Background: an optimization exercise with open tools, aiming at small area, a short achievable clock period and few clock cycles per item. Do not read the settings as production practice.
At most, simulation tests tie the RTL to the original design; equivalence was not proved.

== lagoon ==
Design div, start of the top module:
module div#(
  parameter WIDTH = 64
)(
  input                     i_clk         ,
  input                     i_rst_n       ,
  input                     i_flush       ,
  input                     i_divw        ,
  input                     i_start       ,
  output                    o_busy        ,
  output logic              o_end_valid   ,
  input                     i_end_ready   ,
  input                     i_signed      ,
  input  logic [WIDTH-1:0]  i_dividend    ,
  input  logic [WIDTH-1:0]  i_divisor     ,
  output logic [WIDTH-1:0]  o_quotient    ,
  output logic [WIDTH-1:0]  o_remainder
);
Size in the first run: roughly 4000 cells after synthesis, roughly 210 flip-flops, roughly 270 I/O pins, roughly 30000 um2 of cells after synthesis.
==> flow/config.mk <==
export PLATFORM = sky130hd
export DESIGN_NAME = div
export DESIGN_NICKNAME = div
export VERILOG_FILES = /design/flow/design.v
export SDC_FILE = /design/flow/constraint.sdc
export NUM_CORES = 4
export LEC_CHECK = 0
export CAP_MARGIN = 20
export CORE_MARGIN = 2
export CORE_UTILIZATION = 45
export PLACE_DENSITY = 0.6
export SLEW_MARGIN = 20
==> flow/constraint.sdc <==
create_clock -name core_clock -period 20.0 [get_ports {i_clk}]
set_input_delay 4.0000 -clock core_clock [delete_from_list [all_inputs] [get_ports {i_clk}]]
set_output_delay 4.0000 -clock core_clock [all_outputs]
set_load 0.01 [all_outputs]
standard.sh (not shown) runs the stock make flow with config.mk's settings and CLKGATE_MAP_FILE= SYNTH_SCRIPT=/design/flow/synth_recipe.tcl, a recipe that flattens the netlist after the stock synthesis.
==> flow/flow/run.sh <==
#!/bin/bash
set -euo pipefail
bash standard.sh SETUP_SLACK_MARGIN=14 finish > standard_flow.log 2>&1
lagoon completed; timing, DRC and antenna clean
Changes in xenon relative to lagoon:
==> flow/flow/run.sh <==
#!/bin/bash
set -euo pipefail
bash standard.sh SETUP_SLACK_MARGIN=13 finish > standard_flow.log 2>&1
- Diff lagoon -> xenon | wire length of the first global-routing pass | decrease of about 6%
- Per the comparison of xenon with lagoon, final critical path time including I/O delays and setup increased by 360 ps relative to the old numbers, final critical-path share of the clock period increased by 1.8 points relative to the old numbers, multi-input gate share of the layout cell area increased by 1.7 points relative to the old numbers.
- Going from lagoon to xenon, setup slack shrinks by 360 ps.
Function was not checked in any run of this note: the RTL went through the layout flow alone.

========
div, a different RTL version from the one above (not shown whole).
For scale: roughly 210 flip-flops, about 270 I/O pins, about 30000 sq um of cells after synthesis.
Settings: LEC_CHECK=0, CAP_MARGIN=20, CORE_MARGIN=2, CORE_UTILIZATION=50, PLACE_DENSITY=0.65, SLEW_MARGIN=20; clock period 20.0 ns.
==> flow/flow/run.sh <==
#!/bin/bash
set -euo pipefail
bash standard.sh SETUP_SLACK_MARGIN=13.5 TNS_END_PERCENT=0 'BUFFER_PORTS_ARGS=-buffer_cell sky130_fd_sc_hd__buf_2' finish > standard_flow.log 2>&1
The first run produced a clean layout.
Testbench counts at the start, summed over its fixed seeds: cycles 6,959, items 900.
Next try:
==> flow/flow/run.sh (replaced) <==
#!/bin/bash
set -euo pipefail
bash standard.sh SETUP_SLACK_MARGIN=13 'BUFFER_PORTS_ARGS=-buffer_cell sky130_fd_sc_hd__buf_2' finish > standard_flow.log 2>&1
- CORE_UTILIZATION: 50 -> 45
- PLACE_DENSITY: 0.65 -> 0.6
Effect:
- hold slack got worse by 6.6 ps
- die area rises by 11%
- cell area decreases by 1.9%
- core utilization drops by 7.0 points
- synthesized cell count is unchanged
- register-to-register slack loses 280 ps
- setup slack loses 280 ps

========
div, a different RTL version from the one above (not shown whole).
Size: about 4,300 cells after synthesis, roughly 210 flip-flops, about 270 I/O pins, about 32,000 sq um of cells after synthesis.
// div
module div#(
  parameter WIDTH = 64
)(
  input                     i_clk         ,
  input                     i_rst_n       ,
  input                     i_flush       ,
  input                     i_divw        ,
  input                     i_start       ,
  output                    o_busy        ,
  output logic              o_end_valid   ,
  input                     i_end_ready   ,
  input                     i_signed      ,
  input  logic [WIDTH-1:0]  i_dividend    ,
  input  logic [WIDTH-1:0]  i_divisor     ,
  output logic [WIDTH-1:0]  o_quotient    ,
  output logic [WIDTH-1:0]  o_remainder
);
  localparam WB = 68;          
  localparam WT = WB + 1;      
  logic       busy_r, prep_r, iter_r, fix_r;
  logic [5:0] cnt;
  logic       last;
  logic       w_r, sx_r, sd_r, sq_r;
  logic [63:0]   rem_r;      
  logic [WB-1:0] b_r;        
  logic [63:0]   quo_r;
  assign o_busy      = busy_r;
  assign o_quotient  = quo_r;
  assign o_remainder = rem_r;
  wire [63:0] x_in = i_divw ? {{32{i_signed & i_dividend[31]}}, i_dividend[31:0]} : i_dividend;
  ...
Settings: LEC_CHECK=0, CAP_MARGIN=20, CORE_MARGIN=2, CORE_UTILIZATION=45, PLACE_DENSITY=0.6, SLEW_MARGIN=20; clock period 20.0 ns.
==> flow/flow/run.sh <==
#!/bin/bash
set -euo pipefail
bash standard.sh SETUP_SLACK_MARGIN=13.5 finish > standard_flow.log 2>&1
The starting point ran to the end with no violations.
Next try:
==> flow/flow/run.sh (replaced) <==
#!/bin/bash
set -euo pipefail
bash standard.sh SETUP_SLACK_MARGIN=12.5 finish > standard_flow.log 2>&1
- The new run produced a clean layout
- routed wire length shrinks by 6.7%
- clock skew shrinks by 25 ps
No run of this note included a check of the RTL's function; only the layout flow was run.

========
div, a different RTL version from the one above (not shown whole).
For scale: about 3,700 cells after synthesis, ~210 flip-flops, about 270 I/O pins, about 29,000 sq um of cells after synthesis.
Settings: LEC_CHECK=0, CAP_MARGIN=20, CORE_MARGIN=2, CORE_UTILIZATION=45, PLACE_DENSITY=0.6, SLEW_MARGIN=20; clock period 20.0 ns.
==> flow/flow/run.sh <==
#!/bin/bash
set -euo pipefail
bash standard.sh SETUP_SLACK_MARGIN=14.5 finish > standard_flow.log 2>&1
The baseline finished clean.
Edit:
==> flow/run.sh (new file) <==
#!/bin/bash
# synth_recipe.tcl (not shown) runs the flow's synth.tcl, then flattens the netlist and writes it again
# the make line also repeats each setting of config.mk as NAME=value (left out here)
make -C /OpenROAD-flow-scripts/flow DESIGN_CONFIG=/design/flow/config.mk WORK_HOME=/design/flow/orfs CLKGATE_MAP_FILE= SYNTH_SCRIPT=/design/flow/synth_recipe.tcl finish
removed: flow/flow/run.sh
removed: flow/standard.sh
Result: Die area does not change; setup slack gets worse by 3000 ps; via count fell by 9.9%; global-route usage fell by 5.3 points; clock-buffer cell count fell by 6; routed wire length fell by 13%.
No functional check of the RTL was part of any run of this note.

========
## run A
div with an RTL version that a note above also has.
Size: ~270 I/O pins.
==> flow/design.v (excerpt) <==
module div#(
  parameter WIDTH = 64
)(
  input                     i_clk         ,
  input                     i_rst_n       ,
  input                     i_flush       ,
  input                     i_divw        ,
  input                     i_start       ,
  output                    o_busy        ,
  output logic              o_end_valid   ,
  input                     i_end_ready   ,
  input                     i_signed      ,
  input  logic [WIDTH-1:0]  i_dividend    ,
  input  logic [WIDTH-1:0]  i_divisor     ,
  output logic [WIDTH-1:0]  o_quotient    ,
  output logic [WIDTH-1:0]  o_remainder
);
  localparam WB = 68;          
  localparam WT = WB + 1;      
  logic       busy_r, prep_r, iter_r, fix_r;
  logic [5:0] cnt;
  logic       last;
  logic       w_r, sx_r, sd_r, sq_r;
  logic [63:0]   rem_r;      
  logic [WB-1:0] b_r;        
  logic [63:0]   quo_r;
  assign o_busy      = busy_r;
  assign o_quotient  = quo_r;
  assign o_remainder = rem_r;
  wire [63:0] x_in = i_divw ? {{32{i_signed & i_dividend[31]}}, i_dividend[31:0]} : i_dividend;
  wire [63:0] d_in = i_divw ? {{32{i_signed & i_divisor [31]}}, i_divisor [31:0]} : i_divisor;
  wire [63:0] draw = b_r[63:0];
  wire        dz = ~|draw;
  wire [63:0] xa = rem_r ^ {sx_r, rem_r[63:1]};
  wire [63:0] da = draw  ^ {sd_r, draw[63:1]};
  logic [6:0] lzx, lzd;
  div_lzc64 u_lzx (.a(xa), .n(lzx));
  div_lzc64 u_lzd (.a(da), .n(lzd));
  wire [8:0]  s_ub = {2'b0, lzd} - {2'b0, lzx} + {8'b0, sx_r};
  wire        q_zero = s_ub[8];             
  wire [6:0]  s_use  = s_ub[6:0] | 7'd1;    
  wire [WB-1:0] nd_sh = (b_r << s_use) ^ {WB{~sd_r}};
  wire [WB-1:0] b1 = {b_r[WB-1], b_r[WB-1:1]};
  wire [WT-1:0] t0 = {{(WT-64){1'b0}}, rem_r} + {b_r[WB-1], b_r} + {{(WT-1){1'b0}}, ~sd_r};
  wire          a0 = ~t0[WT-1];
  wire [63:0]   r1 = a0 ? t0[63:0] : rem_r;
  wire [WT-1:0] t1 = {{(WT-64){1'b0}}, r1} + {b1[WB-1], b1} + {{(WT-1){1'b0}}, ~sd_r};
  wire          a1 = ~t1[WT-1];
  wire [63:0]   r2 = a1 ? t1[63:0] : r1;
  ...
==> flow/config.mk <==
export PLATFORM = sky130hd
export DESIGN_NAME = div
export DESIGN_NICKNAME = div
export VERILOG_FILES = /design/flow/design.v
export SDC_FILE = /design/flow/constraint.sdc
export NUM_CORES = 4
export LEC_CHECK = 0
export CAP_MARGIN = 20
export CORE_MARGIN = 2
export CORE_UTILIZATION = 50
export PLACE_DENSITY = 0.65
export SLEW_MARGIN = 20
==> flow/constraint.sdc <==
create_clock -name core_clock -period 20.0 [get_ports {i_clk}]
set_input_delay 4.0000 -clock core_clock [delete_from_list [all_inputs] [get_ports {i_clk}]]
set_output_delay 4.0000 -clock core_clock [all_outputs]
set_load 0.01 [all_outputs]
==> flow/flow/run.sh <==
#!/bin/bash
set -euo pipefail
bash standard.sh SETUP_SLACK_MARGIN=14 TNS_END_PERCENT=0 'BUFFER_PORTS_ARGS=-buffer_cell sky130_fd_sc_hd__buf_2' finish > standard_flow.log 2>&1
Testbench counts of run A, summed over its fixed seeds: cycles 6,959, items 900.
## Diff of input files: run B against run A
==> flow/flow/run.sh <==
#!/bin/bash
set -euo pipefail
bash standard.sh SETUP_SLACK_MARGIN=13 TNS_END_PERCENT=0 'BUFFER_PORTS_ARGS=-buffer_cell sky130_fd_sc_hd__buf_2' finish > standard_flow.log 2>&1
## What came out
- Diff run A -> run B | global routing met1 resource utilization | decrease of 0.26 points
- Against run A, run B comes in 0.35% lower on instance area after placement.
- Total wire length after detailed routing delta for run B relative to run A: 3.4% lower
Relative to run B, the following input files were edited for run C:
# run B
export LEC_CHECK = 0
export CAP_MARGIN = 20
export CORE_MARGIN = 2
export CORE_UTILIZATION = 50
export PLACE_DENSITY = 0.65
export SLEW_MARGIN = 20
create_clock -name core_clock -period 20.0 [get_ports {i_clk}]
# run C
export LEC_CHECK = 0
export CAP_MARGIN = 20
export CORE_MARGIN = 2
export CORE_UTILIZATION = 45
export PLACE_DENSITY = 0.6
export SLEW_MARGIN = 20
create_clock -name core_clock -period 20.0 [get_ports {i_clk}]
--- outcome ---
- Going from run B to run C, number of fill cells in the layout went up; final weighted congestion of routability-driven global placement was more or less identical.
- Run C went all the way through synthesis, placement and routing and the layout is clean on timing, DRC and antenna.
The following lists how run D was set up differently from run C:
# run C
export LEC_CHECK = 0
export CAP_MARGIN = 20
export CORE_MARGIN = 2
export CORE_UTILIZATION = 45
export PLACE_DENSITY = 0.6
export SLEW_MARGIN = 20
create_clock -name core_clock -period 20.0 [get_ports {i_clk}]
# run D
export LEC_CHECK = 0
export CAP_MARGIN = 20
export CORE_MARGIN = 2
export CORE_UTILIZATION = 50
export PLACE_DENSITY = 0.65
export SLEW_MARGIN = 20
create_clock -name core_clock -period 20.0 [get_ports {i_clk}]
==> flow/flow/run.sh <==
#!/bin/bash
set -euo pipefail
bash standard.sh SETUP_SLACK_MARGIN=13 finish > standard_flow.log 2>&1
Findings:
No stage failed in run D, and the final checks on the layout all came back clean. In the tables for run C and run D, via count of the first global-routing pass reads lower with run C. Run C vs run D, cell with the largest stage delay on the worst path: sky130_fd_sc_hd__fa_1 vs sky130_fd_sc_hd__nor4_1. Re data arrival at the endpoint of the critical path: run C was higher than run D. Going from run C to run D, sequential share of cell area shrinks by 0.72 points. met3 track utilization from global routing across run C and run D: no real change. Against run C, via-per-instance ratio in run D rose by a few percent. Run D — worst-case hold slack 0.057 ns higher, run C as reference. Post-route standard cell area excluding fillers: higher on run D. Comparing run C with run D, the total number of multi-input combinational cells came out essentially unchanged.

========
div again, from the RTL that the note above started with.
clock: 20.0 ns
lec_check: 0
cap_margin: 20
core_margin: 2
core_utilization: 45
place_density: 0.6
slew_margin: 20
==> flow/flow/run.sh <==
#!/bin/bash
set -euo pipefail
bash standard.sh SETUP_SLACK_MARGIN=14 TNS_END_PERCENT=0 'BUFFER_PORTS_ARGS=-buffer_cell sky130_fd_sc_hd__buf_2' finish > standard_flow.log 2>&1
The baseline finished clean.
Testbench counts at the start, summed over its fixed seeds: cycles 6,959, items 900.
Then changed:
Settings changed: CORE_UTILIZATION 45 to 55, PLACE_DENSITY 0.6 to 0.68.
Outcome:
- The new run finished clean
- cell count fell by 3.8%
- worst setup slack improved by 0.047 ns
- die area went down by 18%
- design area went down by 0.63%
- hold slack is worse by 0.018 ns
- fmax goes up by 0.70%
Then changed:
==> flow/flow/run.sh (replaced) <==
#!/bin/bash
set -euo pipefail
bash standard.sh SETUP_SLACK_MARGIN=13.5 TNS_END_PERCENT=0 'BUFFER_PORTS_ARGS=-buffer_cell sky130_fd_sc_hd__buf_1' finish > standard_flow.log 2>&1
Settings changed: CORE_UTILIZATION 55 to 45, CTS_BUF_LIST set to sky130_fd_sc_hd__clkbuf_8, PLACE_DENSITY 0.68 to 0.6.
- non-clock buffer count increases by 70
- wire length went up by 5.6%
- global-route usage decreases by 5.8 points
- maximum frequency shrinks by 1.1%
- first-iteration DRC count came out lower by 3.2%
- synthesized area does not change
- core utilization drops by 10 points
- worst hold slack gets worse by 0.077 ns
- setup slack got worse by 0.078 ns
Then changed:
==> flow/flow/run.sh (replaced) <==
#!/bin/bash
set -euo pipefail
bash standard.sh SETUP_SLACK_MARGIN=13 finish > standard_flow.log 2>&1
Settings changed: CTS_BUF_LIST sky130_fd_sc_hd__clkbuf_8 to unset.
What happened:
- wire length falls slightly
- synthesized cell count is unchanged
- cell count drops slightly

========
Setup of job 101:
div, a different RTL version from the one above (not shown whole).
Size: about 210 flip-flops, ~270 I/O pins, about 30,000 um2 of cells after synthesis.
export LEC_CHECK = 0
export CAP_MARGIN = 20
export CORE_MARGIN = 2
export CORE_UTILIZATION = 45
export PLACE_DENSITY = 0.6
export SLEW_MARGIN = 20
create_clock -name core_clock -period 20.0 [get_ports {i_clk}]
==> flow/flow/run.sh <==
#!/bin/bash
set -euo pipefail
bash standard.sh SETUP_SLACK_MARGIN=13.5 finish > standard_flow.log 2>&1
Job 101 did not stop at any stage, and its layout met the timing, design-rule and antenna checks.
Input-level comparison between job 102 and job 101:
==> flow/flow/run.sh <==
#!/bin/bash
set -euo pipefail
bash standard.sh SETUP_SLACK_MARGIN=13 'BUFFER_PORTS_ARGS=-buffer_cell sky130_fd_sc_hd__buf_2' finish > standard_flow.log 2>&1
## What came out
[compare] base=job 101 new=job 102: worst setup slack decreased 13 ps, post-CTS clock slew at the launch and capture registers of the worst setup and hold paths about even.
Function was not checked in any run of this note: the RTL went through the layout flow alone.

## what the ideal ports hide
No port has a modelled driver above. Below, the same layouts with a new extraction and two added sets of constraints. Step 1 (the two cells are an assumption about what drives the block):
set clk [get_ports {i_clk}]
set_driving_cell -lib_cell sky130_fd_sc_hd__clkbuf_16 $clk
set_driving_cell -lib_cell sky130_fd_sc_hd__buf_2 [delete_from_list [all_inputs] $clk]
Step 2 also shifts input and output timing later by t, the mid clock arrival at the registers, as if the neighbouring blocks saw the same clock. a / b / c = ideal ports / drivers / drivers and shift; a / b = the first two.
| run | t, ns | setup slack, ns | clock arrival spread, ns | slew at the worst register clock pin (ns) | worst data-port slew with drivers (ns) |
|---|---|---|---|---|---|
| lagoon | 0.711 | 13.393 / 13.393 / 13.393 | 0.028 / 0.028 | 0.07 / 0.07 | 0.08 |
| xenon | 0.682 | 13.031 / 13.031 / 13.031 | 0.020 / 0.020 | 0.07 / 0.07 | 0.07 |
| the first run of note 2 | 0.659 | 13.358 / 13.358 / 13.358 | 0.027 / 0.027 | 0.07 / 0.07 | 0.05 |
| the second run of note 2 | 0.678 | 13.082 / 13.082 / 13.082 | 0.027 / 0.027 | 0.07 / 0.07 | 0.06 |
| the first run of note 3 | 0.697 | 13.352 / 13.352 / 12.902 | 0.043 / 0.042 | 0.08 / 0.08 | 0.12 |
| the second run of note 3 | 0.694 | 12.513 / 12.513 / 12.513 | 0.017 / 0.017 | 0.07 / 0.07 | 0.13 |
| the first run of note 4 | 0.724 | 14.175 / 14.175 / 13.747 | 0.017 / 0.017 | 0.07 / 0.07 | 0.13 |
| the second run of note 4 | 0.687 | 11.216 / 11.216 / 11.216 | 0.029 / 0.030 | 0.07 / 0.07 | 0.08 |
| run A | 0.662 | 13.439 / 13.439 / 13.439 | 0.026 / 0.026 | 0.07 / 0.07 | 0.06 |
| run B | 0.661 | 12.992 / 12.992 / 12.992 | 0.024 / 0.024 | 0.07 / 0.07 | 0.05 |
| run C | 0.676 | 13.015 / 13.015 / 13.015 | 0.024 / 0.024 | 0.07 / 0.07 | 0.06 |
| run D | 0.697 | 13.077 / 13.077 / 13.077 | 0.029 / 0.029 | 0.07 / 0.07 | 0.09 |
| the first run of note 6 | 0.693 | 13.255 / 13.255 / 13.255 | 0.027 / 0.026 | 0.07 / 0.07 | 0.05 |
| the second run of note 6 | 0.667 | 13.302 / 13.302 / 13.302 | 0.031 / 0.031 | 0.07 / 0.07 | 0.07 |
| the third run of note 6 | 0.744 | 13.225 / 13.225 / 13.225 | 0.073 / 0.073 | 0.07 / 0.07 | 0.06 |
| the fourth run of note 6 | 0.682 | 13.031 / 13.031 / 13.031 | 0.020 / 0.020 | 0.07 / 0.07 | 0.07 |
| job 101 | 0.709 | 12.993 / 12.993 / 12.903 | 0.066 / 0.066 | 0.07 / 0.07 | 0.10 |
| job 102 | 0.710 | 12.980 / 12.980 / 12.980 | 0.019 / 0.019 | 0.07 / 0.07 | 0.09 |
After both steps every run listed still meets setup and hold. For the first run of note 3, which loses most, drivers alone change the setup slack by 0.000 ns; drivers and shift together by -0.450 ns.
